Source: an optimization exercise on an open RTL-to-GDS flow (aim: small area and few clock cycles). Production flows keep margins and buffers that such runs may drop.
In this exercise RTL edits were held to simulation tests only and were not proved equivalent to the original.
Power is estimated from default activity; no workload was simulated.

--- flow/design.v ---
module cpu (
    input         clk,
    input         reset,
    output [31:0] iaddr,
    input  [31:0] idata,
    output [31:0] daddr,
    input  [31:0] drdata,
    output [31:0] dwdata,
    output [3:0]  dwe
);
    reg  [31:2] pc;
    wire [31:0] ins = idata;
    wire [4:0]  opc = ins[6:2];
    wire [2:0]  f3  = ins[14:12];
    wire o_jmp   =  opc[4] &  opc[0];               
    wire o_jal   =  opc[4] &  opc[1];
    wire o_br    =  opc[4] & ~opc[0];
    wire o_ls    = ~opc[4] & ~opc[2];               
    wire o_st    =  o_ls   &  opc[3];
    wire o_ld    =  o_ls   & ~opc[3];
    wire o_u     = ~opc[4] &  opc[2] &  opc[0];     
    wire o_auipc =  o_u    & ~opc[3];
    wire o_alu   = ~opc[4] &  opc[2] & ~opc[0];     
    wire o_op    =  o_alu  &  opc[3];
    wire [31:0] rv1, rv2, wdata;
    wire        we = ~o_st & ~o_br;
    wire [31:1] ws, s1, s2;
    rf_dec dw (.a(ins[11:7]),  .en(we),              .y(ws));
    rf_dec d1 (.a(ins[19:15]), .en(~(o_u | o_jal)), .y(s1));
    rf_dec d2 (.a(ins[24:20]), .en(1'b1),            .y(s2));
    wire        pc_sel = o_auipc | o_jal;    
    wire [31:0] q [1:31];
    genvar i, b;
    generate
        for (i = 1; i < 32; i = i + 1) begin : r
            reg  [31:0] x;
            wire [31:0] d;
            wire        nws = ~ws[i];
            for (b = 0; b < 32; b = b + 1) begin : w
                g_ao22 m (.s(ws[i]), .w(wdata[b]), .ns(nws), .q(x[b]), .d(d[b]));
            end
            always @(posedge clk) x <= d;
            assign q[i] = x;
        end
    endgenerate
    wire [31:0] pcw = {pc, 2'b00};
    generate
        for (b = 0; b < 32; b = b + 1) begin : rb
            wire [10:0] g1, g2;
            for (i = 0; i < 10; i = i + 1) begin : t
                g_aoi222 a (.a1(s1[3*i+1]), .a2(q[3*i+1][b]), .b1(s1[3*i+2]), .b2(q[3*i+2][b]),
                            .c1(s1[3*i+3]), .c2(q[3*i+3][b]), .y(g1[i]));
                g_aoi222 c (.a1(s2[3*i+1]), .a2(q[3*i+1][b]), .b1(s2[3*i+2]), .b2(q[3*i+2][b]),
                            .c1(s2[3*i+3]), .c2(q[3*i+3][b]), .y(g2[i]));
            end
            g_aoi22  a10 (.a1(s1[31]), .a2(q[31][b]), .b1(pc_sel), .b2(pcw[b]), .y(g1[10]));
            g_nand2  c10 (.a(s2[31]), .b(q[31][b]), .y(g2[10]));
            g_nand11 o1 (.g(g1), .y(rv1[b]));
            g_nand11 o2 (.g(g2), .y(rv2[b]));
        end
    endgenerate
    wire        s31 = ins[31];
    wire        sub = o_br | (o_alu & ~f3[2] & f3[1]) | (o_op & ins[30] & f3 == 3'd0);
    wire [31:0] opb;
    dp_opb ob (.ins(ins), .rv2(rv2), .sub(sub), .use_rv2(o_op | o_br), .o_u(o_u), .o_jal(o_jal), .o_st(o_st), .opb(opb));
    wire [31:0] p, g, sum;
    wire        cout, allp;
    alu_add add (.a(rv1), .b(opb), .cin(sub), .p(p), .g(g), .sum(sum), .cout(cout), .allp(allp));
    wire        lt_u = ~cout;
    wire        lt_s = p[31] ? sum[31] : rv1[31];
    wire        eq   = allp;           
    wire [31:0] shn;
    alu_shift shf (.a(rv1), .sh(opb[4:0]), .left(~f3[2]), .fill(ins[30] & rv1[31]), .yn(shn));
    wire [31:2] link, btgt;
    dp_pc pcu (.pc(pc), .ins(ins), .link(link), .btgt(btgt));
    wire        cond = f3[2] ? (f3[1] ? lt_u : lt_s) : eq;
    wire        taken = o_br & (cond ^ f3[0]);
    always @(posedge clk) begin
        if (reset)
            pc <= 30'd0;
        else if (o_jmp)
            pc <= sum[31:2];
        else if (taken)
            pc <= btgt;
        else
            pc <= link;
    end
    wire r_sum = o_u | (o_alu & f3 == 3'd0);
    wire r_sh  = o_alu & f3[1:0] == 2'b01;
    wire r_slt = o_alu & f3[2:1] == 2'b01;
    wire r_x   = o_alu & f3 == 3'd4;
    wire r_or  = o_alu & f3 == 3'd6;
    wire r_and = o_alu & f3 == 3'd7;
    wire lt    = f3[0] ? lt_u : lt_s;
    dp_wb wbm (.sum(sum), .shn(shn), .p(p), .g(g), .drdata(drdata), .link(link), .f3(f3),
               .r_sum(r_sum), .r_sh(r_sh), .r_xo(r_x | r_or), .r_ao(r_and | r_or), .r_ld(o_ld),
               .r_jmp(o_jmp), .slt(r_slt & lt), .wdata(wdata));
    assign iaddr  = {pc, 2'b00};
    assign daddr  = sum;
    assign dwdata = {f3[1] ? rv2[31:24] : f3[0] ? rv2[15:8] : rv2[7:0],
                     f3[1] ? rv2[23:16] : rv2[7:0],
                     (f3[1] | f3[0]) ? rv2[15:8] : rv2[7:0],
                     rv2[7:0]};
    wire st = o_st & ~reset;
    assign dwe = {st & (f3[1] | (sum[1] & (f3[0] | sum[0]))),
                  st & (f3[1] | (sum[1] & (f3[0] | ~sum[0]))),
                  st & (f3[1] | (~sum[1] & (f3[0] | sum[0]))),
                  st & (f3[1] | (~sum[1] & (f3[0] | ~sum[0])))};
endmodule
module alu_add(
    input  [31:0] a,
    input  [31:0] b,        
    input         cin,
    output [31:0] p,        
    output [31:0] g,        
    output [31:0] sum,
    output        cout,
    output        allp      
);
    assign p = a ^ b;
    assign g = a & b;
    wire [8:0]  C;
    wire [7:0]  P;
    wire [31:0] c;
    assign C[0] = cin;
    genvar j;
    generate for (j = 0; j < 8; j = j + 1) begin : blk
        wire [3:0] pp = p[4*j+3:4*j];
        wire [3:0] gg = g[4*j+3:4*j];
        wire G1 = gg[1] | pp[1] & gg[0];
        wire G2 = gg[2] | pp[2] & G1;
        wire G3 = gg[3] | pp[3] & G2;
        wire P1 = pp[1] & pp[0];
        wire P2 = pp[2] & P1;
        assign P[j] = pp[3] & P2;
        assign c[4*j]   = C[j];
        assign c[4*j+1] = gg[0] | pp[0] & C[j];
        assign c[4*j+2] = G1 | P1 & C[j];
        assign c[4*j+3] = G2 | P2 & C[j];
        assign C[j+1]   = G3 | P[j] & C[j];
    end endgenerate
    assign sum  = p ^ c;
    assign cout = C[8];
    assign allp = &P;
endmodule
module alu_shst #(parameter K = 1, parameter Z = 0) (
    input  [31:0] x,
    input         n, r, l,
    input         f,
    output [31:0] y
);
    genvar i;
    generate for (i = 0; i < 32; i = i + 1) begin : s
        wire xr = (i + K < 32) ? x[(i + K) % 32] : f;
        if (i >= K)
            g_aoi222 m (.a1(n), .a2(x[i]), .b1(r), .b2(xr), .c1(l), .c2(x[(i + 32 - K) % 32]), .y(y[i]));
        else if (Z)
            g_aoi221 m (.a1(n), .a2(x[i]), .b1(r), .b2(xr), .c(l), .y(y[i]));
        else
            g_aoi22 m (.a1(n), .a2(x[i]), .b1(r), .b2(xr), .y(y[i]));
    end endgenerate
endmodule
module alu_shift(
    input  [31:0] a,
    input  [4:0]  sh,
    input         left,
    input         fill,       
    output [31:0] yn          
);
    wire [31:0] s1, s2, s4, s8;
    wire right = ~left;
    alu_shst #(.K(1),  .Z(0)) t1  (.x(a),  .n(~sh[0]), .r(sh[0] & right), .l(sh[0] & left), .f(fill),  .y(s1));
    alu_shst #(.K(2),  .Z(1)) t2  (.x(s1), .n(~sh[1]), .r(sh[1] & right), .l(sh[1] & left), .f(~fill), .y(s2));
    alu_shst #(.K(4),  .Z(0)) t4  (.x(s2), .n(~sh[2]), .r(sh[2] & right), .l(sh[2] & left), .f(fill),  .y(s4));
    alu_shst #(.K(8),  .Z(1)) t8  (.x(s4), .n(~sh[3]), .r(sh[3] & right), .l(sh[3] & left), .f(~fill), .y(s8));
    alu_shst #(.K(16), .Z(0)) t16 (.x(s8), .n(~sh[4]), .r(sh[4] & right), .l(sh[4] & left), .f(fill),  .y(yn));
endmodule
module g_ao22(input s, input w, input ns, input q, output d);
    assign d = (s & w) | (ns & q);
endmodule
module g_aoi222(input a1, a2, b1, b2, c1, c2, output y);
    assign y = ~((a1 & a2) | (b1 & b2) | (c1 & c2));
endmodule
module g_aoi221(input a1, a2, b1, b2, c, output y);
    assign y = ~((a1 & a2) | (b1 & b2) | c);
endmodule
module g_aoi22(input a1, a2, b1, b2, output y);
    assign y = ~((a1 & a2) | (b1 & b2));
endmodule
module g_nand2(input a, b, output y);
    assign y = ~(a & b);
endmodule
module g_nand11(input [10:0] g, output y);
    assign y = ~&g;
endmodule
module rf_pre2(input [1:0] a, output [3:0] y);
    assign y = {a[1] & a[0], a[1] & ~a[0], ~a[1] & a[0], ~a[1] & ~a[0]};
endmodule
module rf_pre3(input [2:0] a, input en, output [7:0] y);
    genvar i;
    generate for (i = 0; i < 8; i = i + 1) begin : d
        assign y[i] = en & (a == i);
    end endgenerate
endmodule
module g_and2(input a, b, output y);
    assign y = a & b;
endmodule
module rf_dec(
    input  [4:0]  a,
    input         en,
    output [31:1] y
);
    wire [3:0] lo;
    wire [7:0] hi;
    rf_pre2 pl (.a(a[1:0]), .y(lo));
    rf_pre3 ph (.a(a[4:2]), .en(en), .y(hi));
    genvar i;
    generate for (i = 1; i < 32; i = i + 1) begin : d
        g_and2 m (.a(lo[i % 4]), .b(hi[i / 4]), .y(y[i]));
    end endgenerate
endmodule
module g_a2bb2oi(input a1n, a2n, b1, b2, output y);
    assign y = ~((~a1n & ~a2n) | (b1 & b2));
endmodule
module g_nand2b(input an, b, output y);
    assign y = ~(~an & b);
endmodule
module g_nand4(input a, b, c, d, output y);
    assign y = ~(a & b & c & d);
endmodule
module g_xnor2(input a, b, output y);
    assign y = ~(a ^ b);
endmodule
module dp_opb(
    input  [31:0] ins,
    input  [31:0] rv2,
    input         sub,
    input         use_rv2,
    input         o_u,
    input         o_jal,
    input         o_st,
    output [31:0] opb
);
    wire s31 = ins[31];
    wire r   = use_rv2;
    wire iu  = ~use_rv2 & (o_u | o_jal);               
    wire isx = ~use_rv2 & ~(o_u | o_jal);              
    wire ii  = isx & ~o_st;                            
    wire is  = isx &  o_st;                            
    wire ij  = ~use_rv2 & o_jal;                       
    wire iij = ii | ij;                                
    wire iisj = ~use_rv2 & ~o_u;                       
    wire [31:0] y;
    genvar i;
    generate for (i = 0; i < 32; i = i + 1) begin : b
        if (i == 0)                        
            g_aoi222 m (.a1(r), .a2(rv2[i]), .b1(ii), .b2(ins[20]), .c1(is), .c2(ins[7]), .y(y[i]));
        else if (i < 5)                    
            g_aoi222 m (.a1(r), .a2(rv2[i]), .b1(iij), .b2(ins[20+i]), .c1(is), .c2(ins[7+i]), .y(y[i]));
        else if (i < 11)                   
            g_aoi22  m (.a1(r), .a2(rv2[i]), .b1(iisj), .b2(ins[20+i]), .y(y[i]));
        else if (i == 11)                  
            g_aoi222 m (.a1(r), .a2(rv2[i]), .b1(isx), .b2(s31), .c1(ij), .c2(ins[20]), .y(y[i]));
        else if (i < 20)                   
            g_aoi222 m (.a1(r), .a2(rv2[i]), .b1(isx), .b2(s31), .c1(iu), .c2(ins[i]), .y(y[i]));
        else                               
            g_aoi222 m (.a1(r), .a2(rv2[i]), .b1(iisj), .b2(s31), .c1(~use_rv2 & o_u), .c2(ins[i]), .y(y[i]));
        g_xnor2 x (.a(y[i]), .b(sub), .y(opb[i]));
    end endgenerate
endmodule
module dp_pc(
    input  [31:2] pc,
    input  [31:0] ins,
    output [31:2] link,
    output [31:2] btgt
);
    assign link = pc + 30'd1;
    wire [12:2] off = {ins[31], ins[7], ins[30:25], ins[11:9]};
    wire [13:2] c;
    assign c[2] = 1'b0;
    genvar i;
    generate for (i = 2; i < 13; i = i + 1) begin : lo
        assign btgt[i] = pc[i] ^ off[i] ^ c[i];
        assign c[i+1]  = (pc[i] & off[i]) | (c[i] & (pc[i] ^ off[i]));
    end endgenerate
    wire inc = c[13] & ~ins[31];
    wire dec = ins[31] & ~c[13];
    wire [31:13] ones, zeros;     
    assign ones[13]  = 1'b1;
    assign zeros[13] = 1'b1;
    generate for (i = 13; i < 31; i = i + 1) begin : hi
        assign ones[i+1]  = ones[i] & pc[i];
        assign zeros[i+1] = zeros[i] & ~pc[i];
    end endgenerate
    assign btgt[31:13] = pc[31:13] ^ (({19{inc}} & ones) | ({19{dec}} & zeros));
endmodule
module dp_wb(
    input  [31:0] sum,
    input  [31:0] shn,
    input  [31:0] p,
    input  [31:0] g,
    input  [31:0] drdata,
    input  [31:2] link,
    input  [2:0]  f3,
    input         r_sum, r_sh, r_xo, r_ao, r_ld, r_jmp,
    input         slt,
    output [31:0] wdata
);
    wire [31:0] d  = drdata;
    wire [31:0] lk = {link, 2'b00};
    wire [7:0]  b8  = sum[1] ? (sum[0] ? d[31:24] : d[23:16]) : (sum[0] ? d[15:8] : d[7:0]);
    wire        h15 = sum[1] ? d[31] : d[15];
    wire        ext = ~f3[2] & (f3[0] ? h15 : b8[7]);
    wire        hw  = f3[1] | f3[0];                   
    wire        lw  = r_ld & f3[1];                    
    wire        en  = ~(r_ld & ~f3[1] & ext);          
    wire        lh0 = r_ld & hw & ~sum[1];             
    wire        lh1 = r_ld & hw & sum[1];              
    wire        e8n = ~(r_ld & ~hw & ext);             
    wire [3:0]  bs  = {4{r_ld}} & {sum[1] & sum[0], sum[1] & ~sum[0], ~sum[1] & sum[0], ~sum[1] & ~sum[0]};
    wire        hn  = ~r_sh;
    genvar i;
    generate for (i = 0; i < 32; i = i + 1) begin : b
        wire ya, yb, yc, ye;
        g_aoi222 ma (.a1(r_sum), .a2(sum[i]), .b1(r_xo), .b2(p[i]), .c1(r_ao), .c2(g[i]), .y(ya));
        if (i >= 16) begin
            g_a2bb2oi mb (.a1n(shn[i]), .a2n(hn), .b1(d[i]), .b2(lw), .y(yb));
            g_nand2   mc (.a(lk[i]), .b(r_jmp), .y(yc));
            g_nand4   my (.a(ya), .b(yb), .c(yc), .d(en), .y(wdata[i]));
        end else if (i >= 8) begin
            g_aoi222  mb (.a1(d[i]), .a2(lh0), .b1(d[i+16]), .b2(lh1), .c1(lk[i]), .c2(r_jmp), .y(yb));
            g_nand2b  me (.an(shn[i]), .b(r_sh), .y(ye));
            g_nand4   my (.a(ya), .b(yb), .c(ye), .d(e8n), .y(wdata[i]));
        end else begin
            g_aoi222  mb (.a1(d[i]), .a2(bs[0]), .b1(d[i+8]), .b2(bs[1]), .c1(d[i+16]), .c2(bs[2]), .y(yb));
            if (i >= 2)
                g_aoi22 mc (.a1(d[i+24]), .a2(bs[3]), .b1(lk[i]), .b2(r_jmp), .y(yc));
            else
                g_nand2 mc (.a(d[i+24]), .b(bs[3]), .y(yc));
            if (i == 0)
                assign ye = ~((~shn[i] & r_sh) | slt);
            else
                g_nand2b me (.an(shn[i]), .b(r_sh), .y(ye));
            g_nand4   my (.a(ya), .b(yb), .c(yc), .d(ye), .y(wdata[i]));
        end
    end endgenerate
endmodule
--- flow/config.mk ---
export PLATFORM = sky130hd
export DESIGN_NAME = cpu
export DESIGN_NICKNAME = cpu
export VERILOG_FILES = /design/flow/design.v
export SDC_FILE = /design/flow/constraint.sdc
export NUM_CORES = 4
export LEC_CHECK = 0
export CAP_MARGIN = 20
export CORE_MARGIN = 2
export CORE_UTILIZATION = 55
export CTS_BUF_LIST = sky130_fd_sc_hd__clkbuf_8
export CTS_CLUSTER_DIAMETER = 80
export CTS_CLUSTER_SIZE = 16
export SLEW_MARGIN = 20
export SYNTH_HIERARCHICAL = 1
--- flow/run.sh ---
#!/bin/bash
# synth_recipe.tcl (not shown) runs the flow's synth.tcl, then flattens the netlist and writes it again
# the make line also repeats each setting of config.mk as NAME=value (left out here)
make -C /OpenROAD-flow-scripts/flow DESIGN_CONFIG=/design/flow/config.mk WORK_HOME=/design/flow/orfs CLKGATE_MAP_FILE= SYNTH_SCRIPT=/design/flow/synth_recipe.tcl finish
--- flow/constraint.sdc ---
create_clock -name core_clock -period 15.0 [get_ports {clk}]
set_input_delay 3.0000 -clock core_clock [delete_from_list [all_inputs] [get_ports {clk}]]
set_output_delay 3.0000 -clock core_clock [all_outputs]
set_load 0.01 [all_outputs]
==> results of run 1 <==
## cell type report
cell class              instances  area [um2]  share of cell area
clock inverters                14         149             0.00284
flip-flops and latches       1022       20500               0.390
inverters                      63         236             0.00451
well taps                    1144        1430              0.0273
clock buffers                  76        1050              0.0200
multi-input cells            3010       26000               0.496
diodes                         13        32.5            0.000621
repair buffers                350        3050              0.0582
## registers in the layout, summed over array words and instances, names as in the netlist
signal	cells
pc	30
r.x	992
## Yosys stat by module, one instance, submodules excluded, a selection
module     cells inside  copies in the design
cpu                1262                     1
alu_add             199                     1
alu_shift            16                     1
rf_pre2               4                     3
g_nand11              4                    64
g_a2bb2oi             1                    16
g_aoi222              1                   843
g_and2                1                    93
## critical path, stage by stage
cell,delay (ps)
sky130_fd_sc_hd__clkdlybuf4s50_1,900
sky130_fd_sc_hd__and4_2,520
sky130_fd_sc_hd__and2_1,140
sky130_fd_sc_hd__buf_4,280
sky130_fd_sc_hd__a222oi_1,510
sky130_fd_sc_hd__nand4_1,370
sky130_fd_sc_hd__or3_1,600
sky130_fd_sc_hd__a222oi_1,690
sky130_fd_sc_hd__xnor2_1,140
sky130_fd_sc_hd__ha_1,440
sky130_fd_sc_hd__nand4_1,400
sky130_fd_sc_hd__nor2_1,500
sky130_fd_sc_hd__o211ai_2,310
sky130_fd_sc_hd__a41oi_2,390
sky130_fd_sc_hd__a2111oi_0,180
sky130_fd_sc_hd__nor3_1,640
sky130_fd_sc_hd__clkdlybuf4s50_1,720
## final timing paths
path / start / endpoint
max reg2reg: r[7].x[0] / r[25].x[16]
max: idata[22] / daddr[31]
min: r[3].x[24] / r[3].x[24]
min reg2reg: r[3].x[24] / r[3].x[24]
## kinds of logic (layout without fill, tap and decap cells)
group                    after synthesis  count (layout)
AO/OA/AOI/OAI                       2067            2067
flip-flops                          1022            1022
AND/OR/NAND/NOR                      719             719
buffers and inverters                106             503
XOR/XNOR                              96              96
multiplexers                          61              61
adder cells (fa/ha/maj)               55              55
other                                  2              25
## power by group through the flow
stage	combinational [mW]	sequential, mW	clock (mW)
floorplan	1.06	3.56	0
global placement	1.61	3.66	0
detailed placement	1.63	3.67	0
CTS	1.64	3.62	1.42
global route	1.79	3.70	1.52
finish	1.73	3.65	1.43
## synth_stat cells, drive strengths merged, types with 5 or more instances
| master | count |
|---|---|
| inv | 63 |
| mux2i | 44 |
| and4b | 9 |
| a31oi | 6 |
| and3 | 8 |
| clkbuf | 17 |
| a21oi | 28 |
| a22oi | 70 |
| or4 | 5 |
| buf | 26 |
| and2 | 108 |
| ha | 37 |
| nand4 | 174 |
| nand2 | 93 |
| xor2 | 24 |
| nand2b | 24 |
| and4 | 9 |
| nor4 | 8 |
| a221oi | 12 |
| a22o | 992 |
| nand3 | 77 |
| or3 | 68 |
| and4bb | 9 |
| a2bb2oi | 18 |
| a21o | 10 |
| o2111ai | 6 |
| a222oi | 843 |
| xnor2 | 72 |
| nor3 | 18 |
| o21ai | 24 |
| mux2 | 17 |
| dfxtp | 1022 |
| a211oi | 32 |
| nor2 | 76 |
| nor2b | 15 |
| fa | 18 |
## layer usage
metal	routed length, um	up-vias
li1	-	19700
met1	82100	23800
met4	18500	24
met3	40900	927
met2	90100	4968
met5	335	-
==> flow_summary.rst, run 1 <==
.. list-table::
   :header-rows: 1

   * - Metric
     - Value
   * - Slew at the pin closest to its max-slew limit
     - 1190 ps
   * - Half-perimeter wire length of the detailed placement result
     - 146 mm
   * - Synthesized-area fraction occupied by adder cells
     - 0.0176
   * - DR vias/cell
     - 8.68
   * - Main combinational cell family by area after synthesis
     - compound AO/OA/AOI/OAI gates
   * - Required arrival time at the worst endpoint
     - 12,000 ps
   * - Total design power
     - 6.82 mW
   * - Dominant synthesized flop cell
     - sky130_fd_sc_hd__dfxtp_1
   * - Fill cell count
     - 7,092
   * - Setup violation total in the final timing report
     - 0
   * - Number of instances in the placed design
     - 5,588
   * - Sw power
     - 2.39 mW
   * - Tightest Hold Check Type
     - flop to flop
   * - Ratio of final minimum period to clock period
     - 0.918
   * - Mean post-synth cell area
     - 11.4 um2
   * - Starting DRC count in detailed routing
     - 14,700
   * - Hold Worst Slack
     - 501 ps
   * - Global-route total usage across every layer
     - 0.502
   * - Outcome
     - complete, no violations
   * - Count of buffers added by post-CTS timing repair for setup
     - 0
   * - GR Util met1
     - 0.657
   * - Clock share of power
     - 0.210
   * - Power share of the sequential group
     - 0.536
   * - Busiest layer in global routing
     - met2
   * - Port-buffer cells
     - 161
   * - Worst Setup Slack, final
     - 1230 ps
   * - Overall via count from detail_route
     - 49,400
   * - Congestion Overflow GR
     - 0
   * - Headroom to the max-slew limit
     - 0.206
   * - Critical Path Fanout Max
     - 32
   * - Highest Clock Rate
     - 72.6 MHz
   * - Number of violations of the max-capacitance limit
     - 0
   * - Setup WS pre-CTS
     - 1770 ps
   * - Number of synthesized register bits
     - 1,022
   * - # resized after CTS
     - 0
   * - Time the worst path needs with I/O delays and setup
     - 13,770 ps
   * - Largest buffer count on any clock path
     - 3
   * - Die area
     - 87,600 um2
   * - Detailed-route DRC error count
     - 0
   * - Leading cell type in the layout, fill and taps excluded
     - sky130_fd_sc_hd__dfxtp_1
   * - Antenna violations before repair
     - 24
   * - Net count of the finished layout
     - 4,644
   * - CTS HTree Levels
     - 3
   * - Most frequent cells in the layout
     - sky130_fd_sc_hd__dfxtp_1 (1,022), sky130_fd_sc_hd__a22o_1 (992), sky130_fd_sc_hd__a222oi_1 (843)
   * - Routed Antenna Nets
     - 0
   * - Instance count along the most critical hold path
     - 1
   * - Crit path launch type
     - input pin
   * - Area share of the leading cell type in the synthesized netlist
     - 0.437
   * - Sequential cell area fraction in the yosys report
     - 0.437
   * - Leakage
     - 19.4 nW
   * - Crit Path Category
     - input pin to output pin
   * - Clock tree from TritonCTS
     - built
   * - Fin. Hold Viols
     - 0
   * - Post-synthesis to final-layout area growth
     - 11.8%
   * - Dominant cell type by area after synthesis
     - sky130_fd_sc_hd__dfxtp_1
   * - Post-route clock skew
     - 75.8 ps
   * - Peak supply drop
     - 114 uV
   * - Power density of the placed cells
     - 130 nW/um2
   * - Compound-gate portion of the synthesized area
     - 0.413
   * - Total iterations of the first detailed-routing run
     - 19
   * - Synth Area in XOR/XNOR
     - 0.0181
   * - Fraction of final layout cells with drive strength greater than 1
     - 0.106
   * - Met2 Resource Use GR
     - 0.684
   * - Total internal power
     - 4.42 mW
   * - Filler-free cell count of the finished design
     - 5,692
   * - GR Layer Usage met3
     - 0.191
   * - Effective utilization at floorplan
     - 0.553
   * - Clock latency (worst-skew pair)
     - 810 ps
   * - R2r worst-path depth
     - 15
   * - RSZ-0062 raised after global routing
     - false
   * - CTS Root Cell
     - sky130_fd_sc_hd__clkbuf_8
   * - Setup_tns
     - 0 ps
   * - Cell Area, Placed
     - 51,200 um2
   * - CTS clk-pin slew, worst paths
     - 80 ps
   * - Number of sinks on the clock net
     - 1,022
   * - Simple-gate area share of the yosys netlist
     - 0.0896
   * - Worst R2R Setup Slack
     - 6930 ps
   * - Share of synthesized area spent on multiplexers
     - 0.0138
   * - Placeable core region
     - 84,700 um2
   * - Sum of routed wire length over all layers
     - 232 mm
   * - Final slew viol count
     - 0
   * - Post-route cell area
     - 52,400 um2
   * - Placement Rows
     - 107
   * - Number of buffers inserted by hold repair at cts
     - 0
   * - Top-level port count
     - 166
   * - Synth unique cells
     - 88
   * - Vias in the first global route
     - 43,700
   * - Biggest area contributors in the synthesized netlist
     - sky130_fd_sc_hd__dfxtp_1 (44%), sky130_fd_sc_hd__a22o_1 (19%), sky130_fd_sc_hd__a222oi_1 (18%), sky130_fd_sc_hd__nand4_1 (2.3%), sky130_fd_sc_hd__a22oi_2 (1.7%)
   * - Fraction of registers with async set or reset after synthesis
     - 0
   * - Post-synth EDFFs
     - 0
   * - Utilization of the core after routing
     - 0.618
   * - Wire length of the first global-routing pass
     - 320 mm
   * - Number of buffers added by the clock tree synthesis step
     - 76
   * - Portion of total power attributed to combinational logic
     - 0.254
   * - Switching fraction of total power
     - 0.351
   * - Netlist Area Pre-Place
     - 46,900 um2
   * - Pin count of the biggest net entering global routing
     - 62
   * - Horizontal die dimension
     - 296 um
   * - Type of destination of the critical path
     - output pin
   * - Post-Synthesis Cells
     - 4,128
   * - Average wire per standard cell
     - 40.8 um
   * - Arrival time at the worst endpoint
     - 10,770 ps
   * - RD Place Congestion
     - 1.06
   * - Warning count from the yosys run
     - 7
   * - Die Y-Extent
     - 296 um
Testbench counts, summed over its fixed seeds: cycles 111,036.
==> run 2, diff against run 1 <==
--- a/flow/design.v
+++ b/flow/design.v
@@ -47,5 +47,6 @@
     generate
         for (b = 0; b < 32; b = b + 1) begin : rb
-            wire [10:0] g1, g2;
+            wire [11:0] g1;
+            wire [10:0] g2;
             for (i = 0; i < 10; i = i + 1) begin : t
                 g_aoi222 a (.a1(s1[3*i+1]), .a2(q[3*i+1][b]), .b1(s1[3*i+2]), .b2(q[3*i+2][b]),
@@ -54,7 +55,8 @@
                             .c1(s2[3*i+3]), .c2(q[3*i+3][b]), .y(g2[i]));
             end
-            g_aoi22  a10 (.a1(s1[31]), .a2(q[31][b]), .b1(pc_sel), .b2(pcw[b]), .y(g1[10]));
+            g_nand2  a10 (.a(s1[31]), .b(q[31][b]), .y(g1[10]));
+            g_nand2  a11 (.a(pc_sel), .b(pcw[b]), .y(g1[11]));
             g_nand2  c10 (.a(s2[31]), .b(q[31][b]), .y(g2[10]));
-            g_nand11 o1 (.g(g1), .y(rv1[b]));
+            g_nand12 o1 (.g(g1), .y(rv1[b]));
             g_nand11 o2 (.g(g2), .y(rv2[b]));
         end
@@ -76,14 +78,16 @@
     wire        cond = f3[2] ? (f3[1] ? lt_u : lt_s) : eq;
     wire        taken = o_br & (cond ^ f3[0]);
-    always @(posedge clk) begin
-        if (reset)
-            pc <= 30'd0;
-        else if (o_jmp)
-            pc <= sum[31:2];
-        else if (taken)
-            pc <= btgt;
-        else
-            pc <= link;
-    end
+    wire        pj = ~reset & o_jmp;
+    wire        pt = ~reset & ~o_jmp & taken;
+    wire        pn = ~reset & ~o_jmp & ~taken;
+    wire [31:2] pc_d;
+    genvar k;
+    generate for (k = 2; k < 32; k = k + 1) begin : pn_
+        wire y;
+        g_aoi222 m (.a1(pj), .a2(sum[k]), .b1(pt), .b2(btgt[k]), .c1(pn), .c2(link[k]), .y(y));
+        g_inv    n (.a(y), .y(pc_d[k]));
+    end endgenerate
+    always @(posedge clk)
+        pc <= pc_d;
     wire r_sum = o_u | (o_alu & f3 == 3'd0);
     wire r_sh  = o_alu & f3[1:0] == 2'b01;
@@ -118,27 +122,27 @@
     output        allp      
 );
-    assign p = a ^ b;
-    assign g = a & b;
     wire [8:0]  C;
     wire [7:0]  P;
     wire [31:0] c;
     assign C[0] = cin;
-    genvar j;
-    generate for (j = 0; j < 8; j = j + 1) begin : blk
-        wire [3:0] pp = p[4*j+3:4*j];
-        wire [3:0] gg = g[4*j+3:4*j];
-        wire G1 = gg[1] | pp[1] & gg[0];
-        wire G2 = gg[2] | pp[2] & G1;
-        wire G3 = gg[3] | pp[3] & G2;
-        wire P1 = pp[1] & pp[0];
-        wire P2 = pp[2] & P1;
-        assign P[j] = pp[3] & P2;
-        assign c[4*j]   = C[j];
-        assign c[4*j+1] = gg[0] | pp[0] & C[j];
-        assign c[4*j+2] = G1 | P1 & C[j];
-        assign c[4*j+3] = G2 | P2 & C[j];
-        assign C[j+1]   = G3 | P[j] & C[j];
-    end endgenerate
-    assign sum  = p ^ c;
+    genvar i, j;
+    generate
+        for (i = 0; i < 32; i = i + 1) begin : h
+            g_ha m (.a(a[i]), .b(b[i]), .s(p[i]), .c(g[i]));
+            g_xor2 x (.a(p[i]), .b(c[i]), .y(sum[i]));
+        end
+        for (j = 0; j < 8; j = j + 1) begin : blk
+            wire G1, G2, G3;
+            g_a21o m1 (.a(p[4*j+1]), .b(g[4*j]),   .c(g[4*j+1]), .y(G1));
+            g_a21o m2 (.a(p[4*j+2]), .b(G1),       .c(g[4*j+2]), .y(G2));
+            g_a21o m3 (.a(p[4*j+3]), .b(G2),       .c(g[4*j+3]), .y(G3));
+            g_and4 mp (.a(p[4*j]), .b(p[4*j+1]), .c(p[4*j+2]), .d(p[4*j+3]), .y(P[j]));
+            g_a21o mc (.a(P[j]), .b(C[j]), .c(G3), .y(C[j+1]));
+            assign c[4*j] = C[j];
+            g_a21o c1 (.a(p[4*j]),   .b(C[j]),     .c(g[4*j]),   .y(c[4*j+1]));
+            g_a21o c2 (.a(p[4*j+1]), .b(c[4*j+1]), .c(g[4*j+1]), .y(c[4*j+2]));
+            g_a21o c3 (.a(p[4*j+2]), .b(c[4*j+2]), .c(g[4*j+2]), .y(c[4*j+3]));
+        end
+    endgenerate
     assign cout = C[8];
     assign allp = &P;
@@ -194,4 +198,7 @@
     assign y = ~&g;
 endmodule
+module g_nand12(input [11:0] g, output y);
+    assign y = ~&g;
+endmodule
 module rf_pre2(input [1:0] a, output [3:0] y);
     assign y = {a[1] & a[0], a[1] & ~a[0], ~a[1] & a[0], ~a[1] & ~a[0]};
@@ -232,4 +239,20 @@
     assign y = ~(a ^ b);
 endmodule
+module g_ha(input a, b, output s, c);
+    assign s = a ^ b;
+    assign c = a & b;
+endmodule
+module g_a21o(input a, b, c, output y);
+    assign y = (a & b) | c;
+endmodule
+module g_and4(input a, b, c, d, output y);
+    assign y = a & b & c & d;
+endmodule
+module g_xor2(input a, b, output y);
+    assign y = a ^ b;
+endmodule
+module g_inv(input a, output y);
+    assign y = ~a;
+endmodule
 module dp_opb(
     input  [31:0] ins,
==> flow/flow/run.sh (new file) <==
#!/bin/bash
# Layout: the standard flow (standard.sh, with config.mk's settings) with
# two changes:
#  - the input and output ports are buffered with buf_1 cells rather than the
#    resizer's default pick (a delay cell);
#  - the clock tree is built without dummy loads.
# make's full output goes to standard.log here; each ORFS step also keeps its
# own log under orfs/logs/.
set -euo pipefail
bash standard.sh \
  "BUFFER_PORTS_ARGS=-buffer_cell sky130_fd_sc_hd__buf_1" \
  "CTS_ARGS=-sink_clustering_enable -repair_clock_nets -dont_use_dummy_load -buf_list sky130_fd_sc_hd__clkbuf_8 -sink_clustering_size 16 -sink_clustering_max_diameter 80" \
  finish > standard.log 2>&1
==> flow/standard.sh (new file) <==
#!/bin/bash
# synth_recipe.tcl (not shown) runs the flow's synth.tcl, then flattens the netlist and writes it again
# the make line also repeats each setting of config.mk as NAME=value (left out here)
make -C /OpenROAD-flow-scripts/flow DESIGN_CONFIG=/design/flow/config.mk WORK_HOME=/design/flow/orfs CLKGATE_MAP_FILE= SYNTH_SCRIPT=/design/flow/synth_recipe.tcl "${@:-finish}"
--- a/flow/config.mk
+++ b/flow/config.mk
@@ -8,5 +8,5 @@
 export CAP_MARGIN = 20
 export CORE_MARGIN = 2
-export CORE_UTILIZATION = 55
+export CORE_UTILIZATION = 50
 export CTS_BUF_LIST = sky130_fd_sc_hd__clkbuf_8
 export CTS_CLUSTER_DIAMETER = 80
removed: flow/run.sh
==> flow_summary.rst, run 2 <==
.. list-table::
   :header-rows: 1

   * - Metric
     - Value
   * - Half-perimeter wire length of the detailed placement result
     - 157 mm
   * - Sequential cell area fraction in the yosys report
     - 0.445
   * - Time the worst path needs with I/O delays and setup
     - 13,780 ps
   * - Slew at the pin closest to its max-slew limit
     - 1380 ps
   * - Area share of the leading cell type in the synthesized netlist
     - 0.445
   * - Vias in the first global route
     - 42,100
   * - Dominant cell type by area after synthesis
     - sky130_fd_sc_hd__dfxtp_1
   * - Fraction of final layout cells with drive strength greater than 1
     - 0.0990
   * - Power share of the sequential group
     - 0.545
   * - Ratio of final minimum period to clock period
     - 0.918
   * - RD Place Congestion
     - 1.04
   * - CTS Root Cell
     - sky130_fd_sc_hd__clkbuf_8
   * - Leakage
     - 19.6 nW
   * - Leading cell type in the layout, fill and taps excluded
     - sky130_fd_sc_hd__dfxtp_1
   * - Biggest regs
     - r.x x992, pc x30
   * - Filler-free cell count of the finished design
     - 5,709
   * - Outcome
     - complete, no violations
   * - Most frequent cells in the layout
     - sky130_fd_sc_hd__dfxtp_1 (1,022), sky130_fd_sc_hd__a22o_1 (992), sky130_fd_sc_hd__a222oi_1 (873)
   * - Highest Clock Rate
     - 72.6 MHz
   * - Synth unique cells
     - 66
   * - Average wire per standard cell
     - 42.4 um
   * - Setup_tns
     - 0 ps
   * - Compound-gate portion of the synthesized area
     - 0.411
   * - Starting DRC count in detailed routing
     - 14,900
   * - Critical Path Fanout Max
     - 20
   * - Total iterations of the first detailed-routing run
     - 17
   * - Largest buffer count on any clock path
     - 3
   * - Die area
     - 94,400 um2
   * - Switching fraction of total power
     - 0.355
   * - Die Y-Extent
     - 307 um
   * - Wire length of the first global-routing pass
     - 329 mm
   * - CTS clk-pin slew, worst paths
     - 80 ps
   * - Overall via count from detail_route
     - 48,700
   * - Clock latency (worst-skew pair)
     - 810 ps
   * - Post-synthesis to final-layout area growth
     - 10.7%
   * - Number of synthesized register bits
     - 1,022
   * - Horizontal die dimension
     - 307 um
   * - Pin count of the biggest net entering global routing
     - 40
   * - Portion of total power attributed to combinational logic
     - 0.249
   * - Worst Setup Slack, final
     - 1220 ps
   * - Total internal power
     - 4.35 mW
   * - Dominant synthesized flop cell
     - sky130_fd_sc_hd__dfxtp_1
   * - Most common cell in the synthesized netlist
     - sky130_fd_sc_hd__dfxtp_1
   * - CTS HTree Levels
     - 3
   * - Sw power
     - 2.39 mW
   * - Total design power
     - 6.74 mW
   * - Global-route total usage across every layer
     - 0.482
   * - RSZ-0062 raised after global routing
     - false
   * - Clock tree from TritonCTS
     - built
   * - Placeable core region
     - 91,400 um2
   * - Fin. Hold Viols
     - 0
   * - Post-synth EDFFs
     - 0
   * - Synth Area in XOR/XNOR
     - 0.0213
   * - Share of synthesized area spent on multiplexers
     - 0.00697
   * - Number of instances in the placed design
     - 5,593
   * - Setup violation total in the final timing report
     - 0
   * - Number of sinks on the clock net
     - 1,022
   * - Number of violations of the max-capacitance limit
     - 0
   * - Sum of routed wire length over all layers
     - 242 mm
   * - Main combinational cell family by area after synthesis
     - compound AO/OA/AOI/OAI gates
   * - Biggest area contributors in the synthesized netlist
     - sky130_fd_sc_hd__dfxtp_1 (44%), sky130_fd_sc_hd__a222oi_1 (19%), sky130_fd_sc_hd__a22o_1 (19%), sky130_fd_sc_hd__nand4_1 (2.8%), sky130_fd_sc_hd__and2_1 (1.5%)
   * - Setup WS pre-CTS
     - 1630 ps
   * - # resized after CTS
     - 0
   * - Antenna violations before repair
     - 17
   * - Ranking of synthesized cells by instance count
     - sky130_fd_sc_hd__dfxtp_1 (1,022), sky130_fd_sc_hd__a22o_1 (992), sky130_fd_sc_hd__a222oi_1 (873)
   * - Peak supply drop
     - 83.6 uV
   * - Headroom to the max-slew limit
     - 0.0781
   * - Critical Path Most Common Cell
     - sky130_fd_sc_hd__a21o_1
   * - Crit Path Category
     - input pin to output pin
   * - Placement Rows
     - 111
   * - Post-Synthesis Cells
     - 4,049
   * - Number of buffers inserted by hold repair at cts
     - 0
   * - Number of buffers added by the clock tree synthesis step
     - 76
   * - Port-buffer cells
     - 161
   * - Tightest Hold Check Type
     - flop to flop
   * - Power density of the placed cells
     - 132 nW/um2
   * - Net count of the finished layout
     - 4,621
   * - Count of buffers added by post-CTS timing repair for setup
     - 0
   * - Fraction of registers with async set or reset after synthesis
     - 0
   * - DR vias/cell
     - 8.52
   * - Most flops, register
     - r.x
   * - Cell at the slowest stage of the critical path
     - sky130_fd_sc_hd__a222oi_1
   * - Routed Antenna Nets
     - 0
   * - Flip-flop count of the largest register after layout
     - 992
   * - Netlist Area Pre-Place
     - 46,000 um2
   * - Effective utilization at floorplan
     - 0.503
   * - Post-route clock skew
     - 88.5 ps
   * - Simple-gate area share of the yosys netlist
     - 0.0911
   * - Top-level port count
     - 166
   * - Crit-path max cell delay
     - 730 ps
   * - Detailed-route DRC error count
     - 0
   * - Type of destination of the critical path
     - output pin
   * - Final slew viol count
     - 0
   * - Crit path launch type
     - input pin
   * - Arrival time at the worst endpoint
     - 10,780 ps
   * - Synthesized-area fraction occupied by adder cells
     - 0.0144
   * - Congestion Overflow GR
     - 0
   * - Warning count from the yosys run
     - 7
   * - Clock share of power
     - 0.206
   * - Required arrival time at the worst endpoint
     - 12,000 ps
   * - Mean post-synth cell area
     - 11.4 um2
-- run 2: cell types whose count changed after synthesis, moves of 18 or more --
cell,change
sky130_fd_sc_hd__a21o_1,+48
sky130_fd_sc_hd__nand2_1,+48
sky130_fd_sc_hd__nor2_1,-46
sky130_fd_sc_hd__a211oi_1,-32
sky130_fd_sc_hd__a22oi_2,-32
sky130_fd_sc_hd__mux2i_1,-32
sky130_fd_sc_hd__nand4_1,+32
sky130_fd_sc_hd__a222oi_1,+30
sky130_fd_sc_hd__xor2_1,+27
sky130_fd_sc_hd__nand3_1,-24
sky130_fd_sc_hd__inv_1,+19
sky130_fd_sc_hd__a21oi_1,-18
-- run 2: final timing paths --
| check | end | slack (ps) | startpoint | cells past startpoint |
|---|---|---|---|---|
| worst max register to register | r[29].x[0] | 6270 | r[22].x[3] | 26 |
| worst min register to register | r[29].x[29] | 500 | r[29].x[29] | 1 |
| worst max-delay path | daddr[31] | 1220 | idata[23] | 25 |
| worst min-delay path | r[29].x[29] | 500 | r[29].x[29] | 1 |
-- run 2: power groups by stage --
| stage | logic [mW] | clock network (mW) | registers, mW |
|---|---|---|---|
| detailed placement | 1.58 | 0 | 3.69 |
| finish | 1.68 | 1.39 | 3.67 |
| floorplan | 1.05 | 0 | 3.58 |
| global route | 1.73 | 1.47 | 3.72 |
| global placement | 1.56 | 0 | 3.69 |
| CTS | 1.59 | 1.38 | 3.64 |
-- run 2: cells by family (layout without fill, tap and decap cells) --
family,after synthesis,count (layout)
AOI/OAI and AO/OA,2018,2018
xor gates and xnor gates,112,112
adders and majority gates,47,47
buffers and inverters,110,557
DFF,1022,1022
muxes,29,29
other,2,29
and+or+nand+nor,709,709
-- run 2: critical path: cells and delay by family --
family / cells / cell delay [ps]
simple gates: 4 / 1760
compound gates: 15 / 3930
fa+ha+maj: 1 / 290
buf+inv: 3 / 1240
xor+xnor: 2 / 500
-- run 2: per-module statistics from Yosys, one instance, submodules excluded, a selection --
module / times used / flops+latches / cells inside
g_ao22: 992 / 0 / 1
g_aoi221: 10 / 0 / 1
g_a2bb2oi: 16 / 0 / 1
rf_pre3: 3 / 0 / 8
cpu: 1 / 1022 / 1163
g_nand11: 32 / 0 / 4
g_aoi22: 33 / 0 / 1
g_nand4: 32 / 0 / 1
rf_pre2: 3 / 0 / 4
g_nand2: 114 / 0 / 1
g_ha: 32 / 0 / 1
dp_pc: 1 / 0 / 175
alu_add: 1 / 0 / 3
g_and2: 93 / 0 / 1
g_a21o: 56 / 0 / 1
-- run 2: cell type report --
type                    instances  area, um2
fillers                      8176      40500
multi-input cells            2927      25100
flip-flops and latches       1022      20500
repair buffers                400       2410
well taps                    1186       1480
clock buffers                  76       1050
inverters                      81        304
diodes                         17       42.5
-- run 2: per-stage QoR --
stage,utilization,instance area (um2),hold slack [ps]
final,0.557,50900,503
after global routing,0.557,50900,517
after CTS,0.554,50700,502
after detailed placement,0.543,49600,477
after global placement,0.543,49600,473
after floorplan,-,46000,460
-- run 2: per-layer routing --
metal  up-vias  part of all wire  global-route usage
met5         -           0.00083                   0
met4        10             0.083               0.338
met3       692              0.16               0.180
met2      4417              0.39               0.656
met1     24000              0.37               0.625
li1      19500                 -                   -
Testbench counts of run 2, summed over its fixed seeds: cycles 111,036.

-- re-timing with driven ports --
In the flow no input, the clock included, has a driving cell. The finished layouts below were timed again as built, in two steps.
Step 1, drivers: a clkbuf_16 drives clk and a buf_2 each remaining input, both assumed.
Step 2, shift: input delay + t, output delay - t, t = (earliest + latest rising clock arrival at the registers) / 2. This alone moves slack from input paths to output paths.
Slacks: ideal / step 1 / step 2; pairs: ideal / step 1.
| run | shift t [ns] | setup WS [ns] | worst setup path after step 2 | worst register clock-pin slew, ns | pins driven straight from the clock port |
|---|---|---|---|---|---|
| run 1 | 0.840 | 1.233 / 1.208 / 1.208 | input to output | 0.11 / 0.11 | 1 |
| run 2 | 0.843 | 1.223 / 1.195 / 1.195 | input to output | 0.12 / 0.12 | 1 |
After both steps every run listed still meets setup and hold. For run 2, which loses most, drivers alone change the setup slack by -0.028 ns; drivers and shift together by -0.028 ns.
